Source: an optimization exercise on an open RTL-to-GDS flow (aim: small area, a short achievable clock period and few clock cycles). Production flows keep margins and buffers that such runs may drop. Where RTL was checked, it was by simulation tests only, not by an equivalence proof against the original.

== east ==
Design CONVCOR, start of the top module:
module CONVCOR(
        clk,
        rst_n,
        in_valid,
        in_a,
        in_b,
        in_mode,
        out_valid,
        out
);
Size: about 1,200 cells after synthesis, roughly 240 flip-flops.
Settings: LEC_CHECK=0, CAP_MARGIN=20, CORE_MARGIN=2, CORE_UTILIZATION=40, SLEW_MARGIN=20, SYNTH_HIERARCHICAL=1; clock period 12.0 ns.
standard.sh (not shown) runs the stock make flow with config.mk's settings and CLKGATE_MAP_FILE= SYNTH_SCRIPT=/design/flow/synth_recipe.tcl, a recipe that flattens the netlist after the stock synthesis.
==> flow/flow/run.sh <==
#!/bin/bash
# Standard ORFS layout, with repair_timing aiming for extra setup slack so the
# layout is sized for a shorter period than the 12 ns constraint, plain
# buffers on the ports, larger clock sink clusters and no dummy clock loads.
set -euo pipefail
bash standard.sh SETUP_SLACK_MARGIN=9.0 \
  "BUFFER_PORTS_ARGS=-buffer_cell sky130_fd_sc_hd__buf_1" \
  "CTS_ARGS=-sink_clustering_enable -repair_clock_nets -dont_use_dummy_load -sink_clustering_size 24 -sink_clustering_max_diameter 150" \
  finish > flow_standard.log 2>&1
For west, these inputs were changed with respect to east:
diff --git a/flow/flow/run.sh b/flow/flow/run.sh
--- a/flow/flow/run.sh
+++ b/flow/flow/run.sh
@@ -5,3 +5,3 @@
 set -euo pipefail
-bash standard.sh SETUP_SLACK_MARGIN=9.0 \
+bash standard.sh SETUP_SLACK_MARGIN=8.7 \
   "BUFFER_PORTS_ARGS=-buffer_cell sky130_fd_sc_hd__buf_1" \
--- outcome ---
- east has a lower worst max-slew margin expressed relative to the limit than west.
- out[17] as the launch point of the worst path was reported by west, and out[19] by east.
- Summary — shortest period the worst path allows, west relative to east: higher, by 0.025 ns.
- The number of non-clock buffers in the layout in west sits 38 below the value recorded for east.
- Number of standard cells in the layout, taps in and fillers out in west is 37 below east.
- west ended up with out[17] as its worst setup path endpoint; east ended up with out[19].
- Cell area (west vs. east) decreases by a few percent
- The total length of routed met2 wires in west sits 830 µm below the value recorded for east.
Function was not checked in any run of this note: the RTL went through the layout flow alone.

* * *

CONVCOR, a different RTL version from the one above (not shown whole).
Size: about 240 flip-flops, roughly 73 I/O pins, ~15000 sq um of cells after synthesis.
Design CONVCOR, start of the top module:
module CONVCOR(
        clk,
        rst_n,
        in_valid,
        in_a,
        in_b,
        in_mode,
        out_valid,
        out
);
export LEC_CHECK = 0
export CAP_MARGIN = 20
export CORE_MARGIN = 2
export CORE_UTILIZATION = 65
export SLEW_MARGIN = 20
export SYNTH_HIERARCHICAL = 1
create_clock -name core_clock -period 12.0 [get_ports {clk}]
==> flow/flow/run.sh <==
#!/bin/bash
set -euo pipefail
knobs=(
  SETUP_SLACK_MARGIN=8.6
  "BUFFER_PORTS_ARGS=-buffer_cell sky130_fd_sc_hd__buf_1"
  "CTS_ARGS=-sink_clustering_enable -repair_clock_nets -dont_use_dummy_load -sink_clustering_size 24 -sink_clustering_max_diameter 150"
)
for stage in synth floorplan place cts route finish; do
  bash standard.sh "${knobs[@]}" "$stage" > "log_${stage}.log" 2>&1
done
Testbench counts at the start, summed over its fixed seeds: cycles 64,050.
==> next run, changes <==
CORE_UTILIZATION = 40   (was 65)
After rerunning:
- sequential share of layout area falls by 0.51 points
- fmax is about the same
- clock-buffer cell count does not change
- design area rises by 1.8%

* * *

Setup of run A:
Another version of the RTL of CONVCOR (not shown whole).
Size: ~1,300 cells after synthesis, roughly 240 flip-flops, about 73 I/O pins, about 0.015 mm^2 of cells after synthesis.
// CONVCOR
module CONVCOR(
        clk,
        rst_n,
        in_valid,
        in_a,
        in_b,
        in_mode,
        out_valid,
        out
);
input              clk;
input              rst_n;
input              in_valid;
input      [15:0]  in_a;
input      [15:0]  in_b;
input              in_mode;
output reg         out_valid;
output reg [35:0]  out;
reg [15:0] xa, ra1, ra2, xb, rb1, rb2;
reg [3:0]  st;      
reg        mode;
wire        cur_mode = (st == 4'd0) ? in_mode : mode;
wire [15:0] in_bx    = {in_b[15:8], in_b[7:0] ^ {8{~cur_mode}}};
reg [3:0] st_n;
always @(*) begin
    if (!rst_n)
        st_n = 4'd0;
    else if (st == 4'd0)
        st_n = in_valid ? 4'd1 : 4'd0;
    else if ((mode && st == 4'd3) || st == 4'd9)
        st_n = 4'd0;
    else
        st_n = st + 4'd1;
end
wire s0 = (st == 4'd0), s1 = (st == 4'd1), s2 = (st == 4'd2), s3 = (st == 4'd3);
wire s4 = (st == 4'd4), s5 = (st == 4'd5), s6 = (st == 4'd6), s7 = (st == 4'd7);
wire s8 = (st == 4'd8);
wire xa_pins = s0 | (mode & (s1 | s2));
wire xa_ra2  = ~mode & (s2 | s4 | s5 | s6 | s7);
wire xb_pins = s0 | s1 | (mode & s2);
wire xb_rb2  = ~mode & (s2 | s3 | s4 | s7 | s8);
wire xb_rb1  = ~mode & s5;
always @(posedge clk) begin
    st <= st_n;
    if (s0 & in_valid) mode <= in_mode;
    if (xa_pins)     xa <= in_a;
    else if (xa_ra2) xa <= ra2;
    if (~s3) ra1 <= xa;
    if (~s3) ra2 <= (s1 | s2) ? in_a : ra1;
    if (xb_pins)     xb <= in_bx;
    else if (xb_rb2) xb <= rb2;
    else if (xb_rb1) xb <= rb1;
    if (s2) rb1 <= in_bx;
    if (~(s5 | s6)) rb2 <= xb;
end
reg acc_n, ov_n;
always @(*) begin
    acc_n = 1'b0; ov_n = 1'b0;
    if (s0)
        ov_n = in_valid & ~in_mode;
    else if (mode) begin
        acc_n = s1 | s2;
        ov_n  = s2;
    end else begin
        acc_n = s2 | s4 | s5 | s7;
        ov_n  = s2 | s5 | s7 | s8;
    end
end
reg        acc, ov, m0;      
reg        acc2, ov2;        
always @(posedge clk) begin
    acc2 <= acc;
    ov2  <= ov & rst_n;
    acc <= acc_n;
    ov  <= ov_n & rst_n;
    m0  <= ~cur_mode;
end
wire [7:0] ar = xa[15:8];
wire [7:0] ai = xa[7:0];
wire [7:0] br = xb[15:8];
wire [7:0] bx = xb[7:0];    
  ...
export LEC_CHECK = 0
export CAP_MARGIN = 20
export CORE_MARGIN = 2
export CORE_UTILIZATION = 40
export SLEW_MARGIN = 20
export SYNTH_HIERARCHICAL = 1
create_clock -name core_clock -period 12.0 [get_ports {clk}]
==> flow/flow/run.sh <==
#!/bin/bash
# Standard ORFS layout, with repair_timing aiming for extra setup slack so the
# layout is sized for a shorter period than the 12 ns constraint, plain
# buffers on the ports, larger clock sink clusters and no dummy clock loads.
set -euo pipefail
bash standard.sh SETUP_SLACK_MARGIN=8.7 \
  "BUFFER_PORTS_ARGS=-buffer_cell sky130_fd_sc_hd__buf_1" \
  "CTS_ARGS=-sink_clustering_enable -repair_clock_nets -dont_use_dummy_load -sink_clustering_size 24 -sink_clustering_max_diameter 150 -num_static_layers 1" \
  finish > flow_standard.log 2>&1
Testbench counts of run A, summed over its fixed seeds: cycles 64,050.
--- input diff run A..run B ---
diff --git a/flow/flow/run.sh b/flow/flow/run.sh
--- a/flow/flow/run.sh
+++ b/flow/flow/run.sh
@@ -6,4 +6,4 @@
 bash standard.sh SETUP_SLACK_MARGIN=8.7 \
   "BUFFER_PORTS_ARGS=-buffer_cell sky130_fd_sc_hd__buf_1" \
-  "CTS_ARGS=-sink_clustering_enable -repair_clock_nets -dont_use_dummy_load -sink_clustering_size 24 -sink_clustering_max_diameter 150 -num_static_layers 1" \
+  "CTS_ARGS=-sink_clustering_enable -repair_clock_nets -dont_use_dummy_load -sink_clustering_size 24 -sink_clustering_max_diameter 150" \
   finish > flow_standard.log 2>&1
diff --git a/flow/config.mk b/flow/config.mk
--- a/flow/config.mk
+++ b/flow/config.mk
@@ -8,5 +8,5 @@
 export CAP_MARGIN = 20
 export CORE_MARGIN = 2
-export CORE_UTILIZATION = 40
+export CORE_UTILIZATION = 60
 export SLEW_MARGIN = 20
 export SYNTH_HIERARCHICAL = 1
Per the final summary, run B finished and its layout is clean on timing, DRC and antenna.
Run B vs. run A: global-route wire length before repair decreased by 6.6% relative to the old numbers, shortest clock period the worst path allows after layout ~0 delta, via density per instance grew by about 10%.
Run B ended with less net count reported at finish than run A.
Between run A and run B, the difference in maximum fanout count along the critical path is negligible.
Lower initial antenna violation count goes to run A over run B.
Compared with run A, in run B number of ordinary and repair buffers in the finished layout shrank by 13; number of gates resized after CTS essentially unchanged; total area of sequential cells held.
Changes in run C relative to run B:
diff --git a/flow/flow/run.sh b/flow/flow/run.sh
--- a/flow/flow/run.sh
+++ b/flow/flow/run.sh
@@ -4,5 +4,5 @@
 # buffers on the ports, larger clock sink clusters and no dummy clock loads.
 set -euo pipefail
-bash standard.sh SETUP_SLACK_MARGIN=8.7 \
+bash standard.sh SETUP_SLACK_MARGIN=8.55 \
   "BUFFER_PORTS_ARGS=-buffer_cell sky130_fd_sc_hd__buf_1" \
   "CTS_ARGS=-sink_clustering_enable -repair_clock_nets -dont_use_dummy_load -sink_clustering_size 24 -sink_clustering_max_diameter 150" \
diff --git a/flow/config.mk b/flow/config.mk
--- a/flow/config.mk
+++ b/flow/config.mk
@@ -8,5 +8,5 @@
 export CAP_MARGIN = 20
 export CORE_MARGIN = 2
-export CORE_UTILIZATION = 60
+export CORE_UTILIZATION = 40
 export SLEW_MARGIN = 20
 export SYNTH_HIERARCHICAL = 1
Notes after the runs:
- Run C finished all stages; the layout is clean.
- From run B to run C the numbers moved as follows: via count moved down; maximum frequency -0.0050 GHz.
- Changes observed in run C relative to run B: summed area of non-filler cells in the final layout lost 2.6%; proportion of cell area spent on the clock network neither gained nor lost much; storage element area lost 0.70%; share of the cycle needed by the critical path after routing picked up an extra 0.48 points.
- Against run B, run C comes in about 1.9% higher on wire length.
Modified inputs, run D compared to run C
diff --git a/flow/flow/run.sh b/flow/flow/run.sh
--- a/flow/flow/run.sh
+++ b/flow/flow/run.sh
@@ -4,5 +4,5 @@
 # buffers on the ports, larger clock sink clusters and no dummy clock loads.
 set -euo pipefail
-bash standard.sh SETUP_SLACK_MARGIN=8.55 \
+bash standard.sh SETUP_SLACK_MARGIN=8.8 \
   "BUFFER_PORTS_ARGS=-buffer_cell sky130_fd_sc_hd__buf_1" \
   "CTS_ARGS=-sink_clustering_enable -repair_clock_nets -dont_use_dummy_load -sink_clustering_size 24 -sink_clustering_max_diameter 150" \
==> notes.md <==
Run D: no failed stages, no open violations at the end. Non-clock buffer count (run C / run D): 0.67. Run C ended up with fewer cell instances than run D did. Run C has lower wire length of the first global-routing pass than run D. Vias: run D above run C.

afterwards: timing with drivers on the ports:
No port has a modelled driver above. Below, the same layouts with a new extraction and two added sets of constraints.
Step 1: set_driving_cell puts a clkbuf_16 on clk and a buf_2 on each other input, an assumption about the parent block.
Step 2 times the ports against the registers' clock, not the clock port: input delays grow and output delays shrink by t, the midpoint of the rising clock arrivals with the driver on.
a / b / c = ideal ports / drivers / drivers and shift; a / b = the first two.
run | t, ns | slack for setup (ns) | worst setup path at the end
east | 0.525 | 8.656 / 8.607 / 8.636 | input to register
west | 0.527 | 8.631 / 8.582 / 8.459 | input to register
the first run of note 2 | 0.528 | 8.623 / 8.572 / 8.460 | input to register
the second run of note 2 | 0.522 | 8.627 / 8.581 / 8.459 | input to register
run A | 0.532 | 8.650 / 8.598 / 8.486 | input to register
run B | 0.526 | 8.651 / 8.600 / 8.539 | input to register
run C | 0.534 | 8.593 / 8.543 / 8.305 | input to register
run D | 0.543 | 8.644 / 8.590 / 8.503 | input to register
After both steps every run listed still meets setup and hold. The setup slack of run C, which loses most, moves by -0.050 ns with the drivers and by -0.288 ns with both steps.
